Source: an optimization exercise on an open RTL-to-GDS flow (aim: small area, a short achievable clock period and few clock cycles per item). Production flows keep margins and buffers that such runs may drop.
Function was checked by simulation only, so behaviour that the tests miss may differ from the original.

--- constraint.sdc ---
create_clock -name core_clock -period 12.0 [get_ports {clk}]
set_input_delay 2.4000 -clock core_clock [delete_from_list [all_inputs] [get_ports {clk}]]
set_output_delay 2.4000 -clock core_clock [all_outputs]
set_load 0.01 [all_outputs]
--- design.v ---
module matrix_mult #(
    parameter DATA_WIDTH = 16,
    parameter ROWS       = 2,
    parameter COLS       = 2
)(
    input  logic                             clk,
    input  logic                             rst_n,
    input  logic                             start,
    input  logic [ROWS*COLS*DATA_WIDTH-1:0]  mat_flat,
    input  logic [COLS*DATA_WIDTH-1:0]       vec_flat,
    output logic [ROWS*DATA_WIDTH-1:0]       out_flat,
    output logic                             done
);
    logic [DATA_WIDTH-1:0] mat [ROWS-1:0][COLS-1:0];
    logic [DATA_WIDTH-1:0] vec [COLS-1:0];
    logic [DATA_WIDTH-1:0] out [ROWS-1:0];
    genvar gr, gc;
    generate
        for (gr = 0; gr < ROWS; gr = gr + 1) begin : g_row
            for (gc = 0; gc < COLS; gc = gc + 1) begin : g_col
                assign mat[gr][gc] = mat_flat[(gr*COLS+gc)*DATA_WIDTH +: DATA_WIDTH];
            end
            assign out_flat[gr*DATA_WIDTH +: DATA_WIDTH] = out[gr];
        end
        for (gc = 0; gc < COLS; gc = gc + 1) begin : g_vec
            assign vec[gc] = vec_flat[gc*DATA_WIDTH +: DATA_WIDTH];
        end
    endgenerate
    typedef enum logic [1:0] {
        IDLE,
        MULTIPLY,
        DONE
    } mm_state_t;
    mm_state_t state, next_state;
    logic [DATA_WIDTH-1:0] acc[ROWS-1:0];
    logic [$clog2(COLS):0] col_cnt;
    logic row_done;
    always_ff @(posedge clk or negedge rst_n) begin
        if (!rst_n)
            state <= IDLE;
        else
            state <= next_state;
    end
    always_comb begin
        next_state = state;
        case (state)
            IDLE: if (start) next_state = MULTIPLY;
            MULTIPLY: if (row_done) next_state = DONE;
            DONE: next_state = IDLE;
            default: next_state = state;
        endcase
    end
    always_ff @(posedge clk or negedge rst_n) begin
        if (!rst_n) begin
            col_cnt <= 0;
            acc[0] <= 0;
            acc[1] <= 0;
            row_done <= 0;
        end else begin
            case (state)
                IDLE: begin
                    col_cnt <= 0;
                    acc[0] <= 0;
                    acc[1] <= 0;
                    row_done <= 0;
                end
                MULTIPLY: begin
                    if (!row_done) begin
                        acc[0] <= acc[0] + mat[0][col_cnt] * vec[col_cnt];
                        acc[1] <= acc[1] + mat[1][col_cnt] * vec[col_cnt];
                    end
                    if (col_cnt == COLS - 1)
                        row_done <= 1;
                    else
                        col_cnt <= col_cnt + 1;
                end
                DONE: begin
                    col_cnt <= 0;
                    row_done <= 0;
                end
                default: ;
            endcase
        end
    end
    assign out[0] = acc[0];
    assign out[1] = acc[1];
    assign done   = (state == DONE);
endmodule
--- config.mk ---
export PLATFORM = sky130hd
export DESIGN_NAME = matrix_mult
export DESIGN_NICKNAME = matrix_mult
export VERILOG_FILES = /design/flow/design.v
export SDC_FILE = /design/flow/constraint.sdc
export NUM_CORES = 4
export LEC_CHECK = 0
export CAP_MARGIN = 20
export CORE_MARGIN = 2
export CORE_UTILIZATION = 40
export SLEW_MARGIN = 20
--- run.sh ---
#!/bin/bash
# synth_recipe.tcl (not shown) runs the flow's synth.tcl, then flattens the netlist and writes it again
# the make line also repeats each setting of config.mk as NAME=value (left out here)
make -C /OpenROAD-flow-scripts/flow DESIGN_CONFIG=/design/flow/config.mk WORK_HOME=/design/flow/orfs CLKGATE_MAP_FILE= SYNTH_SCRIPT=/design/flow/synth_recipe.tcl finish
==> run notes <==
CP Launch Type input pin; RSZ-0062 raised after global routing false; Ys Warns 5; R2R Setup Slk 3.78 ns; placed inst area between 10,000 and 15,000 um^2; Vias 9,587; Hold Buf Count CTS 0; fin crit period roughly 8.5 ns; grt met1 use 32.8%; Worst-Skew Late Latency 0.30 ns; Routed WL 34.6 mm; Die Ht between 150 and 200 um; CTS resizes 0; all-layer global routing usage 23.7%; H-Tree Depth 2; Die W between 150 and 200 um; port buffer count ~130; clock skew approximately 0.0064 ns; pin count of the biggest net entering global routing 38; final instance area around 13,000 um^2; core area 27,900 um^2; initial antenna violation count 0; root buf cell clkbuf_16; # IOs between 100 and 150; Setup CP Type in -> reg; run status finished clean; share of layout cells above drive strength 1 under 10%; met2 usage between 30 and 40%; Routed WL per cell 18.8 um; met3 Resource Use GR roughly 4.3%; worst-margin pin slew between 0.9 and 1 ns; fillcell total 2,812; fin crit share between 70% and 80%; # DRC 0; grt ovf 0; syn_area_per_cell approximately 8.5 um^2; Setup TNS Final 0 ns; Critical Path AT roughly 8.7 ns; routability cong. a little under 0.9; fin cells 1,839; ANT cells 0; Seq cells post-synth 37; CTS tree done; Worst-path clk slew 0.06 ns; initial DRC count between 700 and 800; postcts setup bufs 0; Initial Util around two fifths; Storage cell area roughly 930 um^2; Inst Count DP about 1.8k; reg2reg end acc[0][15]; Seq/Total Area, Yosys between 8 and 9%; DR pass1 iterations 6; Setup Viol. Count Final 0; CP Launch Point mat_flat[4]; Reg2Reg Launch Point col_cnt[0]; slowest cell on the critical path mux2i_1; Worst path max stage delay slightly above 0.8 ns; final net count ~1.9k; Fmax achieved between 0.1 and 0.15 GHz; Clock Sinks 37; vias in the first global route about 10k; R2R cell count 21; vias per cell roughly 5.2; Gate Count Post-Synth around 1.3k; Max-cap violations 0; area grow syn2layout 16.6%; worst endpoint required time about 12 ns; cell mode on critical path fa_1; Rows 61; CTS buffer count 5; multi-input combinational cell area 9030 um^2; worst min path class reg -> reg; global-route layer with the greatest usage met2; synthesized area approximately 11,000 um^2; crit path cell chain clkdlybuf4s50_1, a222oi_1, mux2i_1, nand2_1, fa_1, fa_1, inv_1, fa_1, fa_1, inv_1, fa_1, fa_1, xnor2_1, xnor2_1, xnor2_1, xnor2_1, xnor3_1, xnor3_1, xnor2_1, a22o_1; HPWL after detailed placement ~28 mm; Slew HR about 33%; final hold viol count 0; Post-synth EDFFs 0; CP endpoint kind flip-flop; final-report max-slew violation count 0; Synth Flop Type dfrtp_1; first-pass GRT wire length 55.2 mm; worst-path maximum fanout 8; capture point of the worst path acc[0][15]; Clock Tree Buf Depth 2; syn nets 1,742; async set or reset register ratio after synthesis between 90% and 100%; Die Area 29,900 um^2; number of unique standard cell types used by synthesis 54; Final ANT Viol Nets 0
cells in the mapped netlist (2+ instances only):
master     number  area, um^2
a211oi_1        5        37.5
a211oi_2        3        37.5
a21o_1          8        60.1
a21oi_1        44         220
a21oi_2         2        17.5
a221o_1         2        20.0
a221oi_1        2        17.5
a222oi_1       17         170
a22o_1         12         105
a22oi_1        17         128
a2bb2oi_2       3        45.0
a31oi_1         3        18.8
and2_1         12        75.1
buf_2           5        25.0
buf_4           4        30.0
buf_6           6        67.6
clkbuf_1       22        82.6
dfrtp_1        37         926
fa_1          188        3760
ha_1          114        1430
inv_1         334        1250
mux2_2         16         180
mux2_4          2        30.0
mux2i_1        17         170
nand2_1       174         653
nand2b_1       13        81.3
nand3_1         3        15.0
nor2_1        110         413
nor2b_1        19         119
nor3_1          9        45.0
o211ai_1        5        37.5
o21a_1          2        15.0
o21ai_0        32         160
o21bai_1        6        45.0
or2_2           5        31.3
xnor2_1        45         394
xnor3_1         9         203
xor2_1         18         158
per-stage QoR:
stage / utilization, % / setup WS (ns) / hold slack, ns
global placement: 47.0 / 3.24 / 0.500
global route: 47.7 / 3.23 / 0.544
CTS: 47.7 / 3.48 / 0.516
finish: 47.7 / 3.47 / 0.509
floorplan: - / 4.12 / 0.505
detailed placement: 47.0 / 3.19 / 0.502
metal layers:
metal	wire length, um	share of wire [%]
met2	15400	45
met4	1070	3.1
met5	0	0
met3	3030	8.8
met1	15100	44
logic make-up after synthesis:
family	share of synthesized area, %
xor gates and xnor gates	6.75
buffers and inverters	12.9
DFF	8.11
muxes	3.45
AOI/OAI and AO/OA	10.5
and+or+nand+nor	12.9
adders and majority gates	45.5
sequential cells by signal, summed over array words and instances, names as in the netlist:
register,cells
col_cnt,2
acc,32
state,2
row_done,1
cells in the final DEF (no fill, tap or decap), types with 5 or more instances in the layout:
cell	synthesis	routed
inv_1	334	334
fa_1	188	188
nand2_1	174	174
clkdlybuf4s50_1	0	130
ha_1	114	114
nor2_1	110	110
xnor2_1	45	45
a21oi_1	44	43
dfrtp_1	37	37
o21ai_0	32	32
nor2b_1	19	19
buf_4	4	19
xor2_1	18	18
a222oi_1	17	17
a22oi_1	17	17
mux2i_1	17	16
mux2_2	16	16
and2_1	12	12
nand2b_1	13	12
a22o_1	12	12
nor3_1	9	9
xnor3_1	9	9
a21o_1	8	8
o21bai_1	6	6
or2_2	5	5
a211oi_1	5	5
o211ai_1	5	5
clkbuf_16	0	5
worst max-delay path: cells and delay by family:
family,cells,cell delay [ns]
compound gates,2,0.33
xor+xnor,7,1.54
fa+ha+maj,6,2.85
buf+inv,3,0.61
mux,1,0.83
simple gates,1,0.15
cell type report:
type | instances | share of cell area [%]
Clock buffer | 6 | 1.04
Sequential cell | 37 | 6.95
Multi-Input combinational cell | 931 | 67.8
Timing Repair Buffer | 150 | 10.9
Clock inverter | 2 | 0.282
Inverter | 335 | 9.46
Tap cell | 378 | 3.55
how the worst min path moves through the flow:
| stage | slack (ns) | startpoint | cells after the start | to |
|---|---|---|---|---|
| CTS | 0.52 | acc[1][12] | 2 | acc[1][12] |
| finish | 0.51 | acc[1][12] | 2 | acc[1][12] |
| global route | 0.54 | acc[0][6] | 2 | acc[0][6] |
| global placement | 0.50 | acc[0][8] | 2 | acc[0][8] |
| detailed placement | 0.50 | acc[1][12] | 2 | acc[1][12] |
| floorplan | 0.51 | row_done | 2 | row_done |
Testbench counts, summed over its fixed seeds: cycles 80,000, items 16,000.

==> static timing again, ports no longer ideal <==
In the flow no input, the clock included, has a driving cell. The finished layout below was timed again as built, in two steps. Step 1 (the two cells are an assumption about what drives the block):
set clk [get_ports {clk}]
set_driving_cell -lib_cell sky130_fd_sc_hd__clkbuf_16 $clk
set_driving_cell -lib_cell sky130_fd_sc_hd__buf_2 [delete_from_list [all_inputs] $clk]
Step 2, shift: input delay + t, output delay - t, t = (earliest + latest rising clock arrival at the registers) / 2. This alone moves slack from input paths to output paths. Slacks: no drivers / after step 1 / after step 2; pairs: no drivers / after step 1.
t (ns): 0.339
slack for setup (ns): 3.472 / 3.487 / 3.148
hold WS [ns]: 0.509 / 0.509 / 0.509
worst setup path at the end: input to register
latest minus earliest clock arrival (ns): 0.007 / 0.007
After both steps setup and hold are still met in this run. For this run, drivers alone change the setup slack by +0.015 ns; drivers and shift together by -0.324 ns.
